Context: an optimization exercise on an open-source flow, tuned for small area, a short achievable clock period and few clock cycles. The choices shown serve that exercise and are no tape-out recipe.
RTL that was checked went through simulation tests only; none was proved equivalent to the original.
Power and IR drop assume default switching activity.

Setup of v6:
## mest_pro
module mest_pro#(
    parameter OP_CODE_SIZE     = 4,
    parameter INSTRUCTION_SIZE = OP_CODE_SIZE + 8 + 8 + 8,
    parameter ROM_DEPTH = 65536
)(
    input clk,
    input i_reset_n,
    input i_start,
    output [$clog2(ROM_DEPTH)-1  :0] o_prog_counter,
    input [INSTRUCTION_SIZE-1    :0] i_instruction,
    output [8-1 :0] o_result,
    output o_valid_result,
    output o_carry,
    output o_zero_flag,
    output o_all_done
);
wire       issue;       
wire       run;         
wire       start;
wire [3:0] op   = i_instruction[27:24];
wire       is_jmp  = issue & (op == 4'd8);
wire       is_ret  = issue & (op == 4'd9);
wire       is_halt = issue & (op == 4'd15);
wire       x_s0, x_cin;
wire [7:0] x_a;
wire [7:1] x_bm;
wire [8:0] x_y;
wire       x_valid;
mest_pro_ctrlr u_ctrlr(
    .clk        (clk),
    .i_reset_n  (i_reset_n),
    .i_start    (i_start),
    .i_redirect (is_jmp | is_ret),
    .i_halt     (is_halt),
    .o_start    (start),
    .o_run      (run),
    .o_issue    (issue),
    .o_all_done (o_all_done)
);
mest_pro_fetch u_fetch(
    .clk            (clk),
  ...
For scale: ~550 cells after synthesis, roughly 94 flip-flops, about 59 I/O pins.
==> flow/config.mk <==
export PLATFORM = sky130hd
export DESIGN_NAME = mest_pro
export DESIGN_NICKNAME = mest_pro
export VERILOG_FILES = /design/flow/design.v
export SDC_FILE = /design/flow/constraint.sdc
export NUM_CORES = 4
export LEC_CHECK = 0
export ABC_AREA = 1
export CAP_MARGIN = 20
export CORE_MARGIN = 2
export CORE_UTILIZATION = 60
export CTS_BUF_LIST = sky130_fd_sc_hd__clkbuf_8
export SETUP_SLACK_MARGIN = 2.95
export SLEW_MARGIN = 20
==> flow/constraint.sdc <==
create_clock -name core_clock -period 5.0 [get_ports {clk}]
set_input_delay 1.0000 -clock core_clock [delete_from_list [all_inputs] [get_ports {clk}]]
set_output_delay 1.0000 -clock core_clock [all_outputs]
set_load 0.01 [all_outputs]
standard.sh (not shown) runs the stock make flow with config.mk's settings and CLKGATE_MAP_FILE= SYNTH_SCRIPT=/design/flow/synth_recipe.tcl, a recipe that flattens the netlist after the stock synthesis.
==> flow/flow/run.sh <==
#!/bin/bash
# Layout: the standard synthesis, then the standard ORFS steps with plain
# buffers (not delay cells) on the ports and free resizing.
set -euo pipefail
bash standard.sh synth > synth.log 2>&1
bash standard.sh BUFFER_PORTS_ARGS="-buffer_cell sky130_fd_sc_hd__buf_1" MATCH_CELL_FOOTPRINT=0 CTS_ARGS="-sink_clustering_enable -repair_clock_nets -buf_list sky130_fd_sc_hd__clkbuf_8 -dont_use_dummy_load" finish > layout.log 2>&1
v6: all stages complete, timing, DRC and antenna checks passed
Testbench counts of v6, summed over its fixed seeds: cycles 7,274.
Relative to v6, the following input files were edited for v7:
--- a/flow/design.v
+++ b/flow/design.v
@@ -51,30 +51,29 @@
         cy[4*i+1] = gc[i] & pc[4*i];
         cy[4*i+2] = gc[i] & pc[4*i] & pc[4*i+1];
         cy[4*i+3] = gc[i] & pc[4*i] & pc[4*i+1] & pc[4*i+2];
     end
 end
 wire [15:0] pc_inc = pc ^ cy;
+wire [15:0] pc_seq = i_run ? pc_inc : {15'd0, i_start};
 always @(posedge clk or negedge i_reset_n)
 begin
     if (~i_reset_n) begin
         pc     <= 16'd0;
         ret_pc <= 16'd0;
     end else begin
         if (i_jmp)
             ret_pc <= pc;
-        if (~i_run)
-            pc <= {15'd0, i_start};
-        else if (i_jmp)
+        if (i_jmp)
             pc <= {8'd0, i_const_K};
         else if (i_ret)
             pc <= ret_pc;
         else if (i_halt)
             pc <= 16'd0;
         else
-            pc <= pc_inc;
+            pc <= pc_seq;
     end
 end
 assign o_prog_counter = pc;
 endmodule
 module mest_pro_decode(
     input  clk,
@@ -193,13 +192,15 @@
 wire p_50 = ((i_a[7] & i_bm[1]) | i_y[8]) ^ p_24;
 wire p_51 = p_47 ^ p_48;
 wire p_52 = p_49 ^ p_22;
 wire p_53 = p_50 ^ p_51;
 wire p_54 = p_36 ^ p_52;
 wire p_55 = p_53 ^ p_54;
-reg [18:0] q;
+wire p_56 = p_38 ^ p_55;
+wire p_57 = p_56 ^ p_46;
+reg [16:0] q;
 reg v1;
 always @(posedge clk)
 begin
     q[0] <= p_1;
     q[1] <= p_3;
     q[2] <= p_7;
@@ -213,32 +214,28 @@
     q[10] <= p_33;
     q[11] <= p_43;
     q[12] <= p_42;
     q[13] <= p_37;
     q[14] <= p_45;
     q[15] <= p_44;
-    q[16] <= p_38;
-    q[17] <= p_55;
-    q[18] <= p_46;
+    q[16] <= p_57;
 end
 wire s_1 = q[4] ^ q[5];
 wire s_2 = q[4] & q[5];
 wire s_3 = q[7] ^ q[8] ^ q[9];
 wire s_4 = (q[7] & q[8]) | (q[9] & (q[7] ^ q[8]));
 wire s_5 = q[10] ^ q[11] ^ q[12];
 wire s_6 = (q[10] & q[11]) | (q[12] & (q[10] ^ q[11]));
 wire s_7 = q[13] ^ q[14] ^ q[15];
 wire s_8 = (q[13] & q[14]) | (q[15] & (q[13] ^ q[14]));
-wire s_9 = q[16] ^ q[17] ^ q[18];
-wire s_10 = (q[16] & q[17]) | (q[18] & (q[16] ^ q[17]));
 wire [4:0] fx, fy;
 assign fx[0] = q[6];
 assign fx[1] = s_3;
 assign fx[2] = s_5;
 assign fx[3] = s_7;
-assign fx[4] = s_9;
+assign fx[4] = q[16];
 assign fy[0] = s_1;
 assign fy[1] = s_2;
 assign fy[2] = s_4;
 assign fy[3] = s_6;
 assign fy[4] = s_8;
 wire [4:0] ag = fx & fy;
==> comparison <==
From v6 to v7 the numbers moved as follows: routed wire length down about 2%, synthesized net count went down by 23, sum of met3 wire segment lengths after detailed routing lost 15%, post-layout instance count excluding filler cells moved down.
Cmp v7 vs v6: number of placed instances, taps included lower in v7
Summary: with v6 as the reference, via density per instance in v7 moved up by a few percent.
The RTL of v7 was laid out without a check of its function.

* * *

== P ==
mest_pro, a different RTL version from the one above (not shown whole).
Size in the first run: about 510 cells after synthesis, about 59 I/O pins.
==> module mest_pro_fetch, before the edit <==
module mest_pro_fetch(
    input  clk,
    input  i_reset_n,
    input  i_run,
    input  i_start,
    input  i_halt,
    input  i_jmp,
    input  i_ret,
    input  [7:0] i_const_K,
    output [15:0] o_prog_counter
);
reg [15:0] pc;
reg [15:0] ret_pc;
wire [3:0]  g  = {&pc[11:8], &pc[7:4], &pc[3:0], 1'b1};
wire [3:0]  gc = {g[3] & g[2] & g[1], g[2] & g[1], g[1], 1'b1};
reg  [15:0] cy;
integer i;
always @(*)
begin
    for (i = 0; i < 4; i = i + 1) begin
        cy[4*i]   = gc[i];
        cy[4*i+1] = gc[i] & pc[4*i];
        cy[4*i+2] = gc[i] & pc[4*i] & pc[4*i+1];
        cy[4*i+3] = gc[i] & pc[4*i] & pc[4*i+1] & pc[4*i+2];
    end
end
wire [15:0] pc_inc = pc ^ cy;
wire [15:0] pc_seq = i_run ? pc_inc : {15'd0, i_start};
always @(posedge clk or negedge i_reset_n)
begin
    if (~i_reset_n) begin
        pc     <= 16'd0;
        ret_pc <= 16'd0;
    end else begin
        if (i_jmp)
            ret_pc <= pc;
        if (i_jmp)
            pc <= {8'd0, i_const_K};
        else if (i_ret)
            pc <= ret_pc;
        else if (i_halt)
            pc <= 16'd0;
        else
            pc <= pc_seq;
    end
end
assign o_prog_counter = pc;
endmodule
clock: 5.0 ns
lec_check: 0
abc_area: 1
cap_margin: 20
core_margin: 2
core_utilization: 45
cts_buf_list: sky130_fd_sc_hd__clkbuf_8
setup_slack_margin: 2.97
slew_margin: 20
Scripts as last shown in full above: flow/flow/run.sh
No stage failed in P, and the final checks on the layout all came back clean.
Testbench counts of P, summed over its fixed seeds: cycles 7,274.
Setup changes, P to Q
==> flow/design.v, changed modules only <==
module mest_pro_fetch(
    input  clk,
    input  i_reset_n,
    input  i_run,
    input  i_start,
    input  i_halt,
    input  i_jmp,
    input  i_ret,
    input  [7:0] i_const_K,
    output [15:0] o_prog_counter
);
reg [15:0] pc;
reg [15:0] ret_pc;
wire [3:0]  g  = {&pc[11:8], &pc[7:4], &pc[3:0], 1'b1};
wire [3:0]  gc = {g[3] & g[2] & g[1], g[2] & g[1], g[1], 1'b1};
reg  [15:0] cy;
integer i;
always @(*)
begin
    for (i = 0; i < 4; i = i + 1) begin
        cy[4*i]   = gc[i];
        cy[4*i+1] = gc[i] & pc[4*i];
        cy[4*i+2] = gc[i] & pc[4*i] & pc[4*i+1];
        cy[4*i+3] = gc[i] & pc[4*i] & pc[4*i+1] & pc[4*i+2];
    end
end
wire [15:0] pc_inc = pc ^ cy;
always @(posedge clk or negedge i_reset_n)
begin
    if (~i_reset_n) begin
        pc     <= 16'd0;
        ret_pc <= 16'd0;
    end else begin
        if (i_jmp)
            ret_pc <= pc;
        if (~i_run)
            pc <= {15'd0, i_start};
        else if (i_jmp)
            pc <= {8'd0, i_const_K};
        else if (i_ret)
            pc <= ret_pc;
        else if (i_halt)
            pc <= 16'd0;
        else
            pc <= pc_inc;
    end
end
assign o_prog_counter = pc;
endmodule
Part of the total power dissipated in the clock network delta for Q relative to P: 0.6 points lower
Where worst clock skew on the final layout is concerned, P is better than Q.
Per the comparison of Q with P, utilization went up by 0.94 points; arithmetic-cell share of the synthesized area counting full adders, half adders and majority gates shrank by 0.16 points.
Compared with P, Q shows count of non-CTS buffers in the layout higher by 4.9%.
Q vs P, met1 layer usage reported by global route went up by 2.0 points.
P -> Q: number of multi-input logic gates increased by a few percent
Q ended up with a higher aggregate routed wire length than P did.
Q: synthesized cell count higher than P
Relative to P, global-route usage increased by 1.3 points in Q.
For Q, only the layout was checked, not whether the RTL still works.

port drivers added, routing unchanged:
How much do the figures lean on ideal ports? The routed layouts below were timed once more, with nothing changed but the port constraints. Step 1: set_driving_cell puts a clkbuf_16 on clk and a buf_2 on each other input, an assumption about the parent block. Step 2 moves the port delays by t, midway between the first and last clock arrival at a register: inputs arrive t later, outputs are due t later. That takes back most of the time a late clock gives input paths. a / b / c = no drivers / after step 1 / after step 2; a / b = the first two.
| run | t (ns) | setup WS [ns] | worst setup path at the end |
|---|---|---|---|
| v6 | 0.372 | 2.981 / 2.948 / 2.729 | input to register |
| v7 | 0.364 | 2.562 / 2.562 / 2.562 | register to register |
| P | 0.363 | 3.015 / 3.015 / 2.758 | input to register |
| Q | 0.360 | 3.049 / 3.045 / 2.698 | input to register |
After both steps every run listed still meets setup and hold. For Q, which loses most, drivers alone change the setup slack by -0.004 ns; drivers and shift together by -0.351 ns.
